Source: an optimization exercise on an open RTL-to-GDS flow (aim: small area and a short achievable clock period). Production flows keep margins and buffers that such runs may drop.
Only simulation tests tie the RTL to the original design; equivalence was not proved.
Power is estimated from default activity; no workload was simulated.

==> inputs of trial 11 <==
==> flow/design.v <==
`timescale 1ns/1ps
module data_path (
    input         clk,
    input         reset,
    input         rd_en,
    input  [31:0] imem_data,
    output [3:0]  imem_addr,
    output [31:0] alu_result
);
reg  [3:0]  pc;
reg  [4:0]  rd_q;                  
reg         eq1_q, eq2_q;          
reg         wr_q;                  
reg         isi_q;                 
reg         op_add, op_and, op_or, op_xor, op_sll, op_srl, op_slt;
reg  [31:0] a_q, b_q;              
reg  [15:0] lo_q;                  
reg         c16_q;                 
reg         ltlo_q;                
reg  [31:1] valid;
reg  [31:0] rf [1:31];
wire [31*32-1:0] rf_flat;            
assign imem_addr = pc;
wire [31:0] a = a_q;
wire [31:0] b = b_q;
wire [15:0] sum_hi;
add16_ks add_hi (.a(a[31:16]), .b(b[31:16]), .ci(c16_q), .s(sum_hi), .co());
wire [31:0] sum    = {sum_hi, lo_q};
wire        lt;
lt16_tree cmp_hi (.a(a[31:16]), .b(b[31:16]), .lt_lo(ltlo_q), .lt(lt));
assign alu_result = ({32{op_add}} & sum)
                  | ({32{op_and}} & (a & b))
                  | ({32{op_or }} & (a | b))
                  | ({32{op_xor}} & (a ^ b))
                  | ({32{op_sll}} & {a[29:0], 2'b00})
                  | ({32{op_srl}} & {2'b00, a[31:2]})
                  | {31'b0, op_slt & lt};
wire [6:0] f_opc = imem_data[6:0];
wire [2:0] f_f3  = imem_data[14:12];
wire [6:0] f_f7  = imem_data[31:25];
wire       f_r   = (f_opc == 7'b0110011);
wire       f_i   = (f_opc == 7'b0010011);
wire       f7_0  = (f_f7 == 7'b0000000);
wire       f7_20 = (f_f7 == 7'b0100000);
reg d_add, d_or, d_xor, d_sll, d_srl, d_slt;
always @(*) begin
    d_add = 1'b0; d_or = 1'b0; d_xor = 1'b0;
    d_sll = 1'b0; d_srl = 1'b0; d_slt = 1'b0;
    if (f_r) begin
        case (f_f3)
            3'b000: begin d_add = f7_0; d_sll = f7_20; end
            3'b110: d_or  = f7_0;
            3'b100: d_xor = f7_0;
            3'b001: d_sll = f7_0;
            3'b101: d_srl = f7_0 | f7_20;
            3'b010: d_slt = f7_0;
            default: ;
        endcase
    end else if (f_i) begin
        case (f_f3)
            3'b000: d_add = 1'b1;
            3'b110: d_or  = 1'b1;
            3'b100: d_xor = 1'b1;
            3'b001: d_sll = 1'b1;
            3'b101: d_srl = f7_0 | f7_20;
            3'b010: d_slt = 1'b1;
            default: ;
        endcase
    end
end
wire d_and = ~(d_add | d_or | d_xor | d_sll | d_srl | d_slt);
wire f_byp1 = wr_q && (rd_q == imem_data[19:15]);
wire f_byp2 = wr_q && (rd_q == imem_data[24:20]);
wire h_byp1 = wr_q && eq1_q;
wire h_byp2 = wr_q && eq2_q && !isi_q;
wire [31:1] we;                      
wire [31:1] sel1, sel2;
genvar r;
generate
    for (r = 1; r < 32; r = r + 1) begin : rsel
        assign we[r]   = wr_q && rd_q == r;
        assign sel1[r] = rd_en && valid[r] && !we[r] && imem_data[19:15] == r;
        assign sel2[r] = rd_en && !f_i && valid[r] && !we[r] && imem_data[24:20] == r;
    end
endgenerate
wire [31:0] imm_n = {{20{imem_data[31]}}, imem_data[31:20]};
wire [31:0] a_n, b_n;
sel_read #(.N(33)) rd1 (
    .sel({rd_en ? f_byp1 : h_byp1, !rd_en && !h_byp1, sel1}),
    .q({alu_result, a_q, rf_flat}),
    .y(a_n));
sel_read #(.N(34)) rd2 (
    .sel({rd_en ? (f_byp2 && !f_i) : h_byp2, !rd_en && !h_byp2, rd_en && f_i, sel2}),
    .q({alu_result, b_q, imm_n, rf_flat}),
    .y(b_n));
wire [15:0] lo_sum;
wire        lo_co, lo_lt;
add16_ks  add_lo (.a(a_n[15:0]), .b(b_n[15:0]), .ci(1'b0), .s(lo_sum), .co(lo_co));
lt16_tree cmp_lo (.a(a_n[15:0]), .b(b_n[15:0]), .lt_lo(1'b0), .lt(lo_lt));
always @(posedge clk or posedge reset) begin
    if (reset) begin
        pc     <= 4'd0;
        wr_q   <= 1'b0;
        isi_q  <= 1'b0;
        op_add <= 1'b0;
        op_and <= 1'b0;
        op_or  <= 1'b0;
        op_xor <= 1'b0;
        op_sll <= 1'b0;
        op_srl <= 1'b0;
        op_slt <= 1'b0;
    end else begin
        if (rd_en) begin
            pc     <= pc + 4'd1;
            wr_q   <= (f_r | f_i) && (imem_data[11:7] != 5'd0);
            isi_q  <= f_i;
            op_add <= d_add;
            op_and <= d_and;
            op_or  <= d_or;
            op_xor <= d_xor;
            op_sll <= d_sll;
            op_srl <= d_srl;
            op_slt <= d_slt;
        end
    end
end
always @(posedge clk) begin
    a_q <= a_n;
    b_q <= b_n;
    {c16_q, lo_q} <= {lo_co, lo_sum};
    ltlo_q <= lo_lt;
    if (rd_en) begin
        rd_q  <= imem_data[11:7];
        eq1_q <= (imem_data[19:15] == imem_data[11:7]);
        eq2_q <= (imem_data[24:20] == imem_data[11:7]);
    end
end
genvar g;
generate
    for (g = 1; g < 32; g = g + 1) begin : regs
        always @(posedge clk or posedge reset) begin
            if (reset)
                valid[g] <= 1'b0;
            else if (we[g])
                valid[g] <= 1'b1;
        end
        always @(posedge clk) begin
            if (we[g])
                rf[g] <= alu_result;
        end
        assign rf_flat[(g-1)*32 +: 32] = rf[g];
    end
endgenerate
endmodule
module sel_read #(
    parameter N = 33
) (
    input  [N-1:0]      sel,
    input  [N*32-1:0]   q,
    output [31:0]       y
);
localparam G = N / 3;
genvar b, j;
generate
    for (b = 0; b < 32; b = b + 1) begin : bits
        wire [G:0] t;
        for (j = 0; j < G; j = j + 1) begin : grp
            aoi222 g (
                .a1(sel[3*j]),   .a2(q[(3*j)*32+b]),
                .b1(sel[3*j+1]), .b2(q[(3*j+1)*32+b]),
                .c1(sel[3*j+2]), .c2(q[(3*j+2)*32+b]),
                .y(t[j]));
        end
        if (N % 3 == 1) begin : r1
            assign t[G] = ~(sel[N-1] & q[(N-1)*32+b]);
        end else if (N % 3 == 2) begin : r2
            assign t[G] = ~((sel[N-2] & q[(N-2)*32+b]) | (sel[N-1] & q[(N-1)*32+b]));
        end else begin : r0
            assign t[G] = 1'b1;
        end
        assign y[b] = ~&t;
    end
endgenerate
endmodule
module aoi222 (
    input  a1, a2, b1, b2, c1, c2,
    output y
);
assign y = ~((a1 & a2) | (b1 & b2) | (c1 & c2));
endmodule
module add16_ks (
    input  [15:0] a,
    input  [15:0] b,
    input         ci,
    output [15:0] s,
    output        co
);
wire [16:0] g0, p0;
assign g0[0] = ci;
assign p0[0] = 1'b0;
genvar i, l;
generate
    for (i = 0; i < 16; i = i + 1) begin : pg
        gate_and2 ga (.a(a[i]), .b(b[i]), .y(g0[i+1]));
        gate_xor2 gx (.a(a[i]), .b(b[i]), .y(p0[i+1]));
    end
endgenerate
wire [16:0] gl [0:5];
wire [16:0] pl [0:5];
assign gl[0] = g0;
assign pl[0] = p0;
generate
    for (l = 1; l <= 5; l = l + 1) begin : lvl
        for (i = 0; i <= 16; i = i + 1) begin : node
            if (i >= (1 << (l-1))) begin : op
                gate_ao21 gg (.a(gl[l-1][i]), .b(pl[l-1][i]), .c(gl[l-1][i-(1<<(l-1))]), .y(gl[l][i]));
                if (i >= (1 << l)) begin : pp
                    gate_and2 gp (.a(pl[l-1][i]), .b(pl[l-1][i-(1<<(l-1))]), .y(pl[l][i]));
                end else begin : pz
                    assign pl[l][i] = 1'b0;
                end
            end else begin : pass
                assign gl[l][i] = gl[l-1][i];
                assign pl[l][i] = pl[l-1][i];
            end
        end
    end
    assign co = gl[5][16];
    for (i = 0; i < 16; i = i + 1) begin : sum
        gate_xor2 gs (.a(p0[i+1]), .b(gl[5][i]), .y(s[i]));
    end
endgenerate
endmodule
module gate_and2 (input a, input b, output y);
assign y = a & b;
endmodule
module gate_xor2 (input a, input b, output y);
assign y = a ^ b;
endmodule
module gate_ao21 (input a, input b, input c, output y);
assign y = a | (b & c);
endmodule
module lt16_tree (
    input  [15:0] a,
    input  [15:0] b,
    input         lt_lo,
    output        lt
);
wire [16:0] l0, e0;
assign l0[0] = lt_lo;
assign e0[0] = 1'b0;
genvar i;
generate
    for (i = 0; i < 16; i = i + 1) begin : leaf
        gate_andn  gl (.a(a[i]), .b(b[i]), .y(l0[i+1]));
        gate_xnor2 ge (.a(a[i]), .b(b[i]), .y(e0[i+1]));
    end
endgenerate
wire [8:0] l1, e1;
generate
    for (i = 0; i < 8; i = i + 1) begin : c1
        gate_ao21 gl (.a(l0[2*i+1]), .b(e0[2*i+1]), .c(l0[2*i]), .y(l1[i]));
        gate_and2 ge (.a(e0[2*i+1]), .b(e0[2*i]), .y(e1[i]));
    end
endgenerate
assign l1[8] = l0[16];
assign e1[8] = e0[16];
wire [4:0] l2, e2;
generate
    for (i = 0; i < 4; i = i + 1) begin : c2
        gate_ao21 gl (.a(l1[2*i+1]), .b(e1[2*i+1]), .c(l1[2*i]), .y(l2[i]));
        gate_and2 ge (.a(e1[2*i+1]), .b(e1[2*i]), .y(e2[i]));
    end
endgenerate
assign l2[4] = l1[8];
assign e2[4] = e1[8];
wire [2:0] l3, e3;
generate
    for (i = 0; i < 2; i = i + 1) begin : c3
        gate_ao21 gl (.a(l2[2*i+1]), .b(e2[2*i+1]), .c(l2[2*i]), .y(l3[i]));
        gate_and2 ge (.a(e2[2*i+1]), .b(e2[2*i]), .y(e3[i]));
    end
endgenerate
assign l3[2] = l2[4];
assign e3[2] = e2[4];
wire l4;
gate_ao21 g4a (.a(l3[1]), .b(e3[1]), .c(l3[0]), .y(l4));
wire e4;
gate_and2 g4e (.a(e3[2]), .b(e3[1]), .y(e4));
gate_ao21 g5 (.a(l3[2]), .b(e3[2]), .c(l4), .y(lt));
endmodule
module gate_andn (input a, input b, output y);
assign y = ~a & b;
endmodule
module gate_xnor2 (input a, input b, output y);
assign y = ~(a ^ b);
endmodule
==> flow/flow/run.sh <==
#!/bin/bash
# Standard synthesis unchanged; the layout steps buffer the ports with
# buf_4 (instead of a delay cell) and let the resizer change a cell's
# footprint when it sizes it.
set -uo pipefail
bash standard.sh synth > synth.log 2>&1 || exit 1
bash standard.sh MATCH_CELL_FOOTPRINT=0 \
    "BUFFER_PORTS_ARGS=-buffer_cell sky130_fd_sc_hd__buf_4" \
    finish > layout.log 2>&1
==> flow/standard.sh <==
#!/bin/bash
# synth_recipe.tcl (not shown) runs the flow's synth.tcl, then flattens the netlist and writes it again
# the make line also repeats each setting of config.mk as NAME=value (left out here)
make -C /OpenROAD-flow-scripts/flow DESIGN_CONFIG=/design/flow/config.mk WORK_HOME=/design/flow/orfs CLKGATE_MAP_FILE= SYNTH_SCRIPT=/design/flow/synth_recipe.tcl "${@:-finish}"
==> flow/config.mk <==
export PLATFORM = sky130hd
export DESIGN_NAME = data_path
export DESIGN_NICKNAME = data_path
export VERILOG_FILES = /design/flow/design.v
export SDC_FILE = /design/flow/constraint.sdc
export NUM_CORES = 4
export LEC_CHECK = 0
export CAP_MARGIN = 10
export CORE_MARGIN = 2
export CORE_UTILIZATION = 35
export CTS_CLUSTER_DIAMETER = 80
export CTS_CLUSTER_SIZE = 30
export SETUP_SLACK_MARGIN = 4.0
export SLEW_MARGIN = 10
export SYNTH_HIERARCHICAL = 1
export SYNTH_MINIMUM_KEEP_SIZE = 0
export TNS_END_PERCENT = 10
==> flow/constraint.sdc <==
create_clock -name core_clock -period 8.5 [get_ports {clk}]
set_input_delay 1.7000 -clock core_clock [delete_from_list [all_inputs] [get_ports {clk}]]
set_output_delay 1.7000 -clock core_clock [all_outputs]
set_load 0.01 [all_outputs]
==> build 88 (differences from trial 11) <==
--- a/flow/design.v
+++ b/flow/design.v
@@ -24,7 +24,7 @@
 wire [31:0] a = a_q;
 wire [31:0] b = b_q;
 wire [15:0] sum_hi;
-add16_ks add_hi (.a(a[31:16]), .b(b[31:16]), .ci(c16_q), .s(sum_hi), .co());
+add16_ks add_hi (.a(a[31:16]), .b(b[31:16]), .ci(c16_q), .s(sum_hi));
 wire [31:0] sum    = {sum_hi, lo_q};
 wire        lt;
 lt16_tree cmp_hi (.a(a[31:16]), .b(b[31:16]), .lt_lo(ltlo_q), .lt(lt));
@@ -69,34 +69,26 @@
     end
 end
 wire d_and = ~(d_add | d_or | d_xor | d_sll | d_srl | d_slt);
+wire [31:1] sel1, sel2;
+genvar r;
+generate
+    for (r = 1; r < 32; r = r + 1) begin : rsel
+        assign sel1[r] = valid[r] && imem_data[19:15] == r;
+        assign sel2[r] = valid[r] && imem_data[24:20] == r;
+    end
+endgenerate
+wire [31:0] rdv1, rdv2;
+rf_read rd1 (.sel(sel1), .q(rf_flat), .y(rdv1));
+rf_read rd2 (.sel(sel2), .q(rf_flat), .y(rdv2));
 wire f_byp1 = wr_q && (rd_q == imem_data[19:15]);
 wire f_byp2 = wr_q && (rd_q == imem_data[24:20]);
 wire h_byp1 = wr_q && eq1_q;
 wire h_byp2 = wr_q && eq2_q && !isi_q;
-wire [31:1] we;                      
-wire [31:1] sel1, sel2;
-genvar r;
-generate
-    for (r = 1; r < 32; r = r + 1) begin : rsel
-        assign we[r]   = wr_q && rd_q == r;
-        assign sel1[r] = rd_en && valid[r] && !we[r] && imem_data[19:15] == r;
-        assign sel2[r] = rd_en && !f_i && valid[r] && !we[r] && imem_data[24:20] == r;
-    end
-endgenerate
-wire [31:0] imm_n = {{20{imem_data[31]}}, imem_data[31:20]};
-wire [31:0] a_n, b_n;
-sel_read #(.N(33)) rd1 (
-    .sel({rd_en ? f_byp1 : h_byp1, !rd_en && !h_byp1, sel1}),
-    .q({alu_result, a_q, rf_flat}),
-    .y(a_n));
-sel_read #(.N(34)) rd2 (
-    .sel({rd_en ? (f_byp2 && !f_i) : h_byp2, !rd_en && !h_byp2, rd_en && f_i, sel2}),
-    .q({alu_result, b_q, imm_n, rf_flat}),
-    .y(b_n));
-wire [15:0] lo_sum;
-wire        lo_co, lo_lt;
-add16_ks  add_lo (.a(a_n[15:0]), .b(b_n[15:0]), .ci(1'b0), .s(lo_sum), .co(lo_co));
-lt16_tree cmp_lo (.a(a_n[15:0]), .b(b_n[15:0]), .lt_lo(1'b0), .lt(lo_lt));
+wire [31:0] a_n = rd_en ? (f_byp1 ? alu_result : rdv1)
+                        : (h_byp1 ? alu_result : a_q);
+wire [31:0] b_n = rd_en ? (f_i ? {{20{imem_data[31]}}, imem_data[31:20]}
+                               : (f_byp2 ? alu_result : rdv2))
+                        : (h_byp2 ? alu_result : b_q);
 always @(posedge clk or posedge reset) begin
     if (reset) begin
         pc     <= 4'd0;
@@ -127,8 +119,8 @@
 always @(posedge clk) begin
     a_q <= a_n;
     b_q <= b_n;
-    {c16_q, lo_q} <= {lo_co, lo_sum};
-    ltlo_q <= lo_lt;
+    {c16_q, lo_q} <= {1'b0, a_n[15:0]} + {1'b0, b_n[15:0]};
+    ltlo_q <= a_n[15:0] < b_n[15:0];
     if (rd_en) begin
         rd_q  <= imem_data[11:7];
         eq1_q <= (imem_data[19:15] == imem_data[11:7]);
@@ -141,43 +133,34 @@
         always @(posedge clk or posedge reset) begin
             if (reset)
                 valid[g] <= 1'b0;
-            else if (we[g])
+            else if (wr_q && rd_q == g)
                 valid[g] <= 1'b1;
         end
         always @(posedge clk) begin
-            if (we[g])
+            if (wr_q && rd_q == g)
                 rf[g] <= alu_result;
         end
         assign rf_flat[(g-1)*32 +: 32] = rf[g];
     end
 endgenerate
 endmodule
-module sel_read #(
-    parameter N = 33
-) (
-    input  [N-1:0]      sel,
-    input  [N*32-1:0]   q,
-    output [31:0]       y
-);
-localparam G = N / 3;
+module rf_read (
+    input  [31:1]        sel,
+    input  [31*32-1:0]   q,
+    output [31:0]        y
+);
 genvar b, j;
 generate
     for (b = 0; b < 32; b = b + 1) begin : bits
-        wire [G:0] t;
-        for (j = 0; j < G; j = j + 1) begin : grp
+        wire [10:0] t;
+        for (j = 0; j < 10; j = j + 1) begin : grp
             aoi222 g (
-                .a1(sel[3*j]),   .a2(q[(3*j)*32+b]),
-                .b1(sel[3*j+1]), .b2(q[(3*j+1)*32+b]),
-                .c1(sel[3*j+2]), .c2(q[(3*j+2)*32+b]),
+                .a1(sel[3*j+1]), .a2(q[(3*j)*32+b]),
+                .b1(sel[3*j+2]), .b2(q[(3*j+1)*32+b]),
+                .c1(sel[3*j+3]), .c2(q[(3*j+2)*32+b]),
                 .y(t[j]));
         end
-        if (N % 3 == 1) begin : r1
-            assign t[G] = ~(sel[N-1] & q[(N-1)*32+b]);
-        end else if (N % 3 == 2) begin : r2
-            assign t[G] = ~((sel[N-2] & q[(N-2)*32+b]) | (sel[N-1] & q[(N-1)*32+b]));
-        end else begin : r0
-            assign t[G] = 1'b1;
-        end
+        assign t[10] = ~(sel[31] & q[30*32+b]);
         assign y[b] = ~&t;
     end
 endgenerate
@@ -192,8 +175,7 @@
     input  [15:0] a,
     input  [15:0] b,
     input         ci,
-    output [15:0] s,
-    output        co
+    output [15:0] s
 );
 wire [16:0] g0, p0;
 assign g0[0] = ci;
@@ -225,7 +207,6 @@
             end
         end
     end
-    assign co = gl[5][16];
     for (i = 0; i < 16; i = i + 1) begin : sum
         gate_xor2 gs (.a(p0[i+1]), .b(gl[5][i]), .y(s[i]));
     end
==> comparison <==
Build 88 ran to the end with no violations. Trial 11 passed the timing, DRC and antenna checks. Between build 88 and trial 11, the lower clock power is in trial 11 (gap about 4%, measured against trial 11). In build 88 the global-route usage is lower than in trial 11, by 1.6 points. Of build 88 and trial 11, build 88 has the higher power (gap about 3.3%, measured against trial 11). Register-to-register slack: build 88 is better than trial 11 (0.08 ns). Between trial 11 and build 88, the lower sequential share of layout area is in trial 11 (gap 2.0 points). Non-clock buffer count: trial 11 is higher than build 88 (184). Between build 88 and trial 11, the lower combinational power is in trial 11 (gap about 30%, measured against trial 11). Count of clock-buffer cells in the layout: build 88 is lower than trial 11 (2).

port drivers added, routing unchanged:
No port has a modelled driver above. Below, the same layouts with a new extraction and two added sets of constraints.
Step 1 assumes that a clkbuf_16 drives the clock port and a buf_2 every other input.
Step 2 times the ports against the registers' clock, not the clock port: input delays grow and output delays shrink by t, the midpoint of the rising clock arrivals with the driver on.
Slacks: no drivers / after step 1 / after step 2; pairs: no drivers / after step 1.
run | t, ns | setup WS [ns] | hold slack, ns
trial 11 | 0.729 | 3.434 / 3.456 / 2.727 | 0.469 / 0.469 / 0.469
build 88 | 0.753 | 2.893 / 2.940 / 2.187 | 0.491 / 0.491 / 0.491
After both steps setup and hold are still met in every run listed. The setup slack of trial 11, which loses most, moves by +0.022 ns with the drivers and by -0.707 ns with both steps.
